Source: an optimization exercise on an open RTL-to-GDS flow (aim: small area, a short achievable clock period and few clock cycles). Production flows keep margins and buffers that such runs may drop.
Where RTL was checked, it was by simulation tests only, not by an equivalence proof against the original.
No activity file was given, so power comes from the tool's default toggle rates.

// cpu
module cpu(clk,reset,s,load,in,out,N,V,Z,w);
  input clk, reset, s, load;
  input [15:0] in;
  output [15:0] out;
  output N, V, Z, w;
  reg [13:0] ir;
  wire [13:0] e = load ? {in[14], in[12:0]} : ir;
  always @(posedge clk)
    ir <= e;
  wire       movg = e[13];           
  wire [1:0] op   = e[12:11];        
  wire       movi = movg &  op[1];   
  wire       cmp  = ~movg & ~op[1] &  op[0];
  wire       andi = ~movg &  op[1] & ~op[0];
  wire       inv  = ~movg &  op[0];            
  wire       usea = ~movg & ~(op[1] & op[0]);  
  wire [2:0] rn = e[10:8];
  wire [1:0] sh = e[4:3];
  wire [2:0] rm = e[2:0];
  wire go = s & ~reset;
  reg pend;
  reg [15:0] r0, r1, r2, r3, r4, r5, r6, r7;
  wire [15:0] sum;
  wire        wmovi = ir[13] & ir[12];
  wire [15:0] wdata = wmovi ? {{8{ir[7]}}, ir[7:0]} : sum;
  wire [2:0]  wnum  = wmovi ? ir[10:8] : ir[7:5];
  wire [7:0]  wsel  = pend ? (8'd1 << wnum) : 8'd0;
  always @(posedge clk) begin
    pend <= go & ~cmp;
    if (wsel[0]) r0 <= wdata;
    if (wsel[1]) r1 <= wdata;
    if (wsel[2]) r2 <= wdata;
    if (wsel[3]) r3 <= wdata;
    if (wsel[4]) r4 <= wdata;
    if (wsel[5]) r5 <= wdata;
    if (wsel[6]) r6 <= wdata;
    if (wsel[7]) r7 <= wdata;
  end
  wire [127:0] rf = {r7, r6, r5, r4, r3, r2, r1, r0};
  wire [7:0] dn = 8'd1 << rn;
  wire [7:0] dm = 8'd1 << rm;
  wire [7:0] sa = {8{usea}} & dn & ~wsel;
  wire [7:0] sb = dm & ~wsel;
  wire fa = usea & |(dn & wsel);
  ...
==> module pgcalc, before the edit <==
module pgcalc(a, bm, sh, andi, inv, cin, p, g, g0, b15);
  input [15:0] a, bm;
  input [1:0] sh;
  input andi, inv, cin;
  output [15:0] p, g;
  output g0, b15;
  wire s0 = ~sh[1] & ~sh[0];    
  wire sl = ~sh[1] &  sh[0];    
  wire sr =  sh[1];             
  wire sa =  sh[1] &  sh[0];    
  wire [15:0] nb;
  aoi222 sft(bm, {bm[14:0], 1'b0}, {sa & bm[15], bm[15:1]}, s0, sl, sr, nb);
  pgbits pgb(a, nb, andi, inv, cin, p, g);
  assign g0 = g[0];
  assign b15 = ~nb[15];
endmodule
==> module cpu, before the edit <==
module cpu(clk,reset,s,load,in,out,N,V,Z,w);
  input clk, reset, s, load;
  input [15:0] in;
  output [15:0] out;
  output N, V, Z, w;
  reg [13:0] ir;
  wire [13:0] e = load ? {in[14], in[12:0]} : ir;
  always @(posedge clk)
    ir <= e;
  wire       movg = e[13];           
  wire [1:0] op   = e[12:11];        
  wire       movi = movg &  op[1];   
  wire       cmp  = ~movg & ~op[1] &  op[0];
  wire       andi = ~movg &  op[1] & ~op[0];
  wire       inv  = ~movg &  op[0];            
  wire       usea = ~movg & ~(op[1] & op[0]);  
  wire [2:0] rn = e[10:8];
  wire [1:0] sh = e[4:3];
  wire [2:0] rm = e[2:0];
  wire go = s & ~reset;
  reg pend;
  reg [15:0] r0, r1, r2, r3, r4, r5, r6, r7;
  wire [15:0] sum;
  wire        wmovi = ir[13] & ir[12];
  wire [15:0] wdata = wmovi ? {{8{ir[7]}}, ir[7:0]} : sum;
  wire [2:0]  wnum  = wmovi ? ir[10:8] : ir[7:5];
  wire [7:0]  wsel  = pend ? (8'd1 << wnum) : 8'd0;
  always @(posedge clk) begin
    pend <= go & ~cmp;
    if (wsel[0]) r0 <= wdata;
    if (wsel[1]) r1 <= wdata;
    if (wsel[2]) r2 <= wdata;
    if (wsel[3]) r3 <= wdata;
    if (wsel[4]) r4 <= wdata;
    if (wsel[5]) r5 <= wdata;
    if (wsel[6]) r6 <= wdata;
    if (wsel[7]) r7 <= wdata;
  end
  wire [127:0] rf = {r7, r6, r5, r4, r3, r2, r1, r0};
  wire [7:0] dn = 8'd1 << rn;
  wire [7:0] dm = 8'd1 << rm;
  wire [7:0] sa = {8{usea}} & dn & ~wsel;
  wire [7:0] sb = dm & ~wsel;
  wire fa = usea & |(dn & wsel);
  wire fb = |(dm & wsel);
  wire [15:0] a, bm;
  rdport pa(rf, wdata, sa, fa, a);
  rdport pb(rf, wdata, sb, fb, bm);
  wire [15:0] pn, gn;
  wire g0n, b15;
  pgcalc pg(a, bm, sh, andi, inv, cmp, pn, gn, g0n, b15);
  reg [15:0] p, g;
  reg vpre;
  reg cw, cf;
  always @(posedge clk) begin
    p    <= pn;
    g    <= {gn[15:1], g0n};
    vpre <= a[15] & b15;
    cw   <= go & ~cmp & ~movi;
    cf   <= go & cmp;
  end
  wire [15:0] cy;    
  adder_carries ac(p, g, cy[15:1]);
  assign cy[0] = cf;    
  assign sum = p ^ cy;
  wire [2:0] nvz = {sum[15], vpre & ~sum[15], &p};
  reg [15:0] c;
  reg [2:0]  st;
  always @(posedge clk) begin
    if (cw) c <= sum;
    if (cf) st <= nvz;
  end
  assign out = cw ? sum : c;
  assign {N, V, Z} = cf ? nvz : st;
  assign w = 1'b1;
endmodule
Settings: LEC_CHECK=0, CAP_MARGIN=20, CORE_MARGIN=2, CORE_UTILIZATION=40, CTS_BUF_LIST=sky130_fd_sc_hd__clkbuf_4 sky130_fd_sc_hd__clkbuf_8, CTS_CLUSTER_SIZE=30, SLEW_MARGIN=20, SYNTH_HIERARCHICAL=1, TNS_END_PERCENT=100; clock period 10.0 ns.
standard.sh (not shown) runs the stock make flow with config.mk's settings and CLKGATE_MAP_FILE= SYNTH_SCRIPT=/design/flow/synth_recipe.tcl, a recipe that flattens the netlist after the stock synthesis.
==> flow/flow/run.sh <==
#!/bin/bash
# Layout: the standard ORFS flow (standard.sh: unchanged synthesis,
# floorplan, power grid, placement, CTS and routing), with two settings
# beyond config.mk's list:
#  - the port buffers that global placement inserts are buf_2 cells
#    (buffer_ports otherwise picks a slow delay buffer);
#  - repair_timing aims at MARGIN ns of setup slack.
# The clock, the constraints and the checks are unchanged.
set -euo pipefail
MARGIN=${MARGIN:-5}
bash standard.sh "BUFFER_PORTS_ARGS=-buffer_cell sky130_fd_sc_hd__buf_2" \
  "SETUP_SLACK_MARGIN=$MARGIN" finish > orfs_make.log 2>&1
The starting point passed the timing, design-rule and antenna checks.
Testbench counts at the start, summed over its fixed seeds: cycles 16,000.
Change:
--- a/flow/design.v
+++ b/flow/design.v
@@ -1,21 +1,15 @@
-module pgcalc(a, bm, sh, andi, inv, cin, p, g, g0, b15);
-  input [15:0] a, bm;
+module shifter(bm, sh, nb);
+  input [15:0] bm;
   input [1:0] sh;
-  input andi, inv, cin;
-  output [15:0] p, g;
-  output g0, b15;
+  output [15:0] nb;
   wire s0 = ~sh[1] & ~sh[0];    
   wire sl = ~sh[1] &  sh[0];    
   wire sr =  sh[1];             
   wire sa =  sh[1] &  sh[0];    
-  wire [15:0] nb;
   aoi222 sft(bm, {bm[14:0], 1'b0}, {sa & bm[15], bm[15:1]}, s0, sl, sr, nb);
-  pgbits pgb(a, nb, andi, inv, cin, p, g);
-  assign g0 = g[0];
-  assign b15 = ~nb[15];
 endmodule
 module pgbits(a, nb, andi, inv, cin, p, g);
   input [15:0] a, nb;
   input andi, inv, cin;
   output [15:0] p, g;
   wire [15:0] bi = ~(nb ^ {16{inv}});
@@ -113,30 +107,32 @@
   wire [7:0] sb = dm & ~wsel;
   wire fa = usea & |(dn & wsel);
   wire fb = |(dm & wsel);
   wire [15:0] a, bm;
   rdport pa(rf, wdata, sa, fa, a);
   rdport pb(rf, wdata, sb, fb, bm);
-  wire [15:0] pn, gn;
-  wire g0n, b15;
-  pgcalc pg(a, bm, sh, andi, inv, cmp, pn, gn, g0n, b15);
-  reg [15:0] p, g;
-  reg vpre;
+  wire [15:0] nb;    
+  shifter shb(bm, sh, nb);
+  reg [15:0] ar, nbr;
+  reg andr, invr;
   reg cw, cf;
   always @(posedge clk) begin
-    p    <= pn;
-    g    <= {gn[15:1], g0n};
-    vpre <= a[15] & b15;
+    ar   <= a;
+    nbr  <= nb;
+    andr <= andi;
+    invr <= inv;
     cw   <= go & ~cmp & ~movi;
     cf   <= go & cmp;
   end
+  wire [15:0] p, g;
+  pgbits pgb(ar, nbr, andr, invr, cf, p, g);    
   wire [15:0] cy;    
   adder_carries ac(p, g, cy[15:1]);
-  assign cy[0] = cf;    
+  assign cy[0] = cf;
   assign sum = p ^ cy;
-  wire [2:0] nvz = {sum[15], vpre & ~sum[15], &p};
+  wire [2:0] nvz = {sum[15], ar[15] & ~nbr[15] & ~sum[15], &p};
   reg [15:0] c;
   reg [2:0]  st;
   always @(posedge clk) begin
     if (cw) c <= sum;
     if (cf) st <= nvz;
   end
Result:
- power rose by a little under a tenth
- final area rose by a few percent
- synthesized cell count rose slightly
- worst hold slack degrades by 8.6 ps
- wire length fell slightly
- sequential share of layout area fell by 2.6 points
- sequential power stays flat
- fmax fell slightly
- sequential cell count rose by 2
- final cell count rose by a few percent
- die area rose slightly
- via count rose slightly
- setup slack degrades by 70 ps
- clock skew rose by 3.7 ps
For the second run of this note, only the layout was checked, not whether the RTL still works.

re-timing with driven ports:
In the flow no input, the clock included, has a driving cell. The finished layouts below were timed again as built, in two steps. Step 1 assumes that a clkbuf_16 drives the clock port and a buf_2 every other input. Step 2 adds t to the input delays and takes it off the output delays; t is the mean of the earliest and latest rising clock arrival at the registers after step 1. Input paths then give back, and output paths get back, about the clock's delay inside the block. a / b / c = ideal / step 1 / step 2; a / b = the first two.
run	t, ns	setup slack, ns	worst setup path at the end	worst slew at a driven data input, ns
the first run	0.506	5.161 / 5.180 / 4.675	input to register	0.04
the second run	0.502	5.090 / 5.050 / 4.977	input to register	0.04
After both steps setup and hold are still met in every run listed. The setup slack of the first run, which loses most, moves by +0.019 ns with the drivers and by -0.486 ns with both steps.
